From an optimization exercise on the open Yosys and OpenROAD flow, aimed at small area; shortcuts taken in it are not production practice. Function was checked by simulation only, so behaviour that the tests miss may differ from the original. Power and IR drop assume default switching activity.

==> flow/design.v (excerpt) <==
module ram_single_port(
    input clk,
    input write_en,
    input reset,
    input [6:0] addr,
    input [7:0] data_in,
    output reg [7:0] data_out
);
reg [7:0] memory [63:0];
wire [31:0] wcol;
wire [1:0] whalf;
wire [7:0] wdh [1:0];
wire [63:0] sn;
wire [7:0] col, rown;
wire rd, rdn;
ram_ctrl u_ctrl (
    .write_en(write_en), .reset(reset), .addr(addr[5:0]), .data_in(data_in),
    .wcol(wcol), .whalf(whalf), .wdh0(wdh[0]), .wdh1(wdh[1]),
    .col(col), .rown(rown), .rd(rd), .rdn(rdn)
);
genvar w;
generate
    for (w = 0; w < 64; w = w + 1) begin : wordg
        ram_hold u_hold (.col(wcol[w % 32]), .half(whalf[w / 32]), .sn(sn[w]));
    end
endgenerate
integer i;
always @(posedge clk) begin
    for (i = 0; i < 64; i = i + 1)
        memory[i] <= (memory[i] & {8{sn[i]}}) | (wdh[i / 32] & {8{wcol[i % 32]}});
end
wire [7:0] rdata;
genvar b, r;
generate
    for (b = 0; b < 8; b = b + 1) begin : bitg
        wire [7:0] rowbit;
  ...
Size in the first run: roughly 1700 cells after synthesis, roughly 520 flip-flops, about 26 I/O pins, roughly 20000 um2 of cells after synthesis.
==> flow/config.mk <==
export PLATFORM = sky130hd
export DESIGN_NAME = ram_single_port
export DESIGN_NICKNAME = ram_single_port
export VERILOG_FILES = /design/flow/design.v
export SDC_FILE = /design/flow/constraint.sdc
export NUM_CORES = 4
export LEC_CHECK = 0
export CAP_MARGIN = 20
export CORE_MARGIN = 2
export CORE_UTILIZATION = 55
export SLEW_MARGIN = 20
export SYNTH_HIERARCHICAL = 1
export SYNTH_MINIMUM_KEEP_SIZE = 0
==> flow/constraint.sdc <==
create_clock -name core_clock -period 5.0 [get_ports {clk}]
set_input_delay 1.0000 -clock core_clock [delete_from_list [all_inputs] [get_ports {clk}]]
set_output_delay 1.0000 -clock core_clock [all_outputs]
set_load 0.01 [all_outputs]
standard.sh (not shown) runs the stock make flow with config.mk's settings and CLKGATE_MAP_FILE= SYNTH_SCRIPT=/design/flow/synth_recipe.tcl, a recipe that flattens the netlist after the stock synthesis.
==> flow/flow/run.sh <==
#!/bin/bash
# Standard ORFS layout (the standard.sh) with three changes:
# - before global placement, flow/upsize.tcl removes the synthesis buffers
#   and gives high-fanout drivers a stronger size of the same cell family
# - clock tree: no dummy loads, clkbuf_8 buffers, sink clusters of up to 16
#   flip-flops within 60 um
# - port buffers: buf_1 instead of the default choice
# ORFS writes each step's log under orfs/logs/; make's own output goes to
# standard.log here.
set -euo pipefail
export PRE_GLOBAL_PLACE_TCL="$PWD/flow/upsize.tcl"
export CTS_ARGS="-sink_clustering_enable -repair_clock_nets -dont_use_dummy_load -buf_list sky130_fd_sc_hd__clkbuf_8 -sink_clustering_size 16 -sink_clustering_max_diameter 60"
export BUFFER_PORTS_ARGS="-buffer_cell sky130_fd_sc_hd__buf_1"
bash standard.sh > standard.log 2>&1
Other scripts of this flow, unchanged in this note and not shown: flow/flow/upsize.tcl
The first run produced a clean layout.
==> next run, changes <==
==> flow/flow/run.sh (replaced) <==
#!/bin/bash
# Standard ORFS layout (the standard.sh) with three changes:
# - before global placement, flow/upsize.tcl removes the synthesis buffers
#   and gives high-fanout drivers a stronger size of the same cell family
# - clock tree: no dummy loads, clkbuf_8 buffers, sink clusters of up to 16
#   flip-flops within 80 um
# - port buffers: buf_1 instead of the default choice
# ORFS writes each step's log under orfs/logs/; make's own output goes to
# standard.log here.
set -euo pipefail
export PRE_GLOBAL_PLACE_TCL="$PWD/flow/upsize.tcl"
export CTS_ARGS="-sink_clustering_enable -repair_clock_nets -dont_use_dummy_load -buf_list sky130_fd_sc_hd__clkbuf_8 -sink_clustering_size 16 -sink_clustering_max_diameter 80"
export BUFFER_PORTS_ARGS="-buffer_cell sky130_fd_sc_hd__buf_1"
bash standard.sh > standard.log 2>&1
Result: Die area is unchanged; global-route usage falls by 0.21 points; sequential power barely changes; total power falls by 0.61%; core utilization is about the same; worst setup slack got worse by 0.058 ns; final area stays flat; critical path depth is unchanged; synthesized area is unchanged; routed wire length stays flat; sequential share of layout area hardly moves.

---

ram_single_port, a different RTL version from the one above (not shown whole).
For scale: roughly 1700 cells after synthesis, ~19000 sq um of cells after synthesis.
==> flow/config.mk <==
export PLATFORM = sky130hd
export DESIGN_NAME = ram_single_port
export DESIGN_NICKNAME = ram_single_port
export VERILOG_FILES = /design/flow/design.v
export SDC_FILE = /design/flow/constraint.sdc
export NUM_CORES = 4
export LEC_CHECK = 0
export CAP_MARGIN = 20
export CORE_MARGIN = 2
export CORE_UTILIZATION = 65
export SLEW_MARGIN = 20
export SYNTH_HIERARCHICAL = 1
export SYNTH_MINIMUM_KEEP_SIZE = 0
==> flow/constraint.sdc <==
create_clock -name core_clock -period 5.0 [get_ports {clk}]
set_input_delay 1.0000 -clock core_clock [delete_from_list [all_inputs] [get_ports {clk}]]
set_output_delay 1.0000 -clock core_clock [all_outputs]
set_load 0.01 [all_outputs]
==> flow/flow/run.sh <==
#!/bin/bash
# Standard ORFS layout (the standard.sh) with two changes:
# - clock tree: no dummy loads, clkbuf_8 buffers, sink clusters of up to 16
#   flip-flops within 60 um
# - port buffers: buf_1 instead of the default choice
# ORFS writes each step's log under orfs/logs/; make's own output goes to
# standard.log here.
set -euo pipefail
export CTS_ARGS="-sink_clustering_enable -repair_clock_nets -dont_use_dummy_load -buf_list sky130_fd_sc_hd__clkbuf_8 -sink_clustering_size 16 -sink_clustering_max_diameter 60"
export BUFFER_PORTS_ARGS="-buffer_cell sky130_fd_sc_hd__buf_1"
bash standard.sh > standard.log 2>&1
Next try:
--- a/flow/config.mk
+++ b/flow/config.mk
@@ -9,3 +9,3 @@
 export CORE_MARGIN = 2
-export CORE_UTILIZATION = 65
+export CORE_UTILIZATION = 55
 export SLEW_MARGIN = 20
What happened: Worst setup slack gets worse by 0.22 ns; final cell count is higher by 3.8%; synthesized cell count does not change; utilization is lower by 9.7 points; hold slack is better by 0.0053 ns; total power went up by 1.1%; sequential share of layout area fell by 0.22 points; final area goes up by 0.43%; sequential cell count does not change.

[separate check: timing with driven ports]
In the flow no input, the clock included, has a driving cell. The finished layouts below were timed again as built, in two steps.
Step 1, drivers: a clkbuf_16 drives clk and a buf_2 each remaining input, both assumed.
Step 2, shift: input delay + t, output delay - t, t = (earliest + latest rising clock arrival at the registers) / 2. This alone moves slack from input paths to output paths.
Three values: ideal, step 1, step 2; two values: the first two.
| run | shift t [ns] | slack for setup (ns) | worst slew at a driven data input, ns |
|---|---|---|---|
| the first run of note 1 | 0.670 | 1.529 / 1.482 / 0.812 | 0.10 |
| the second run of note 1 | 0.634 | 1.471 / 1.433 / 0.799 | 0.10 |
| the first run of note 2 | 0.605 | 1.596 / 1.613 / 1.008 | 0.07 |
| the second run of note 2 | 0.658 | 1.377 / 1.391 / 0.733 | 0.04 |
After both steps setup and hold are still met in every run listed. For the first run of note 1, which loses most, drivers alone change the setup slack by -0.047 ns; drivers and shift together by -0.717 ns.
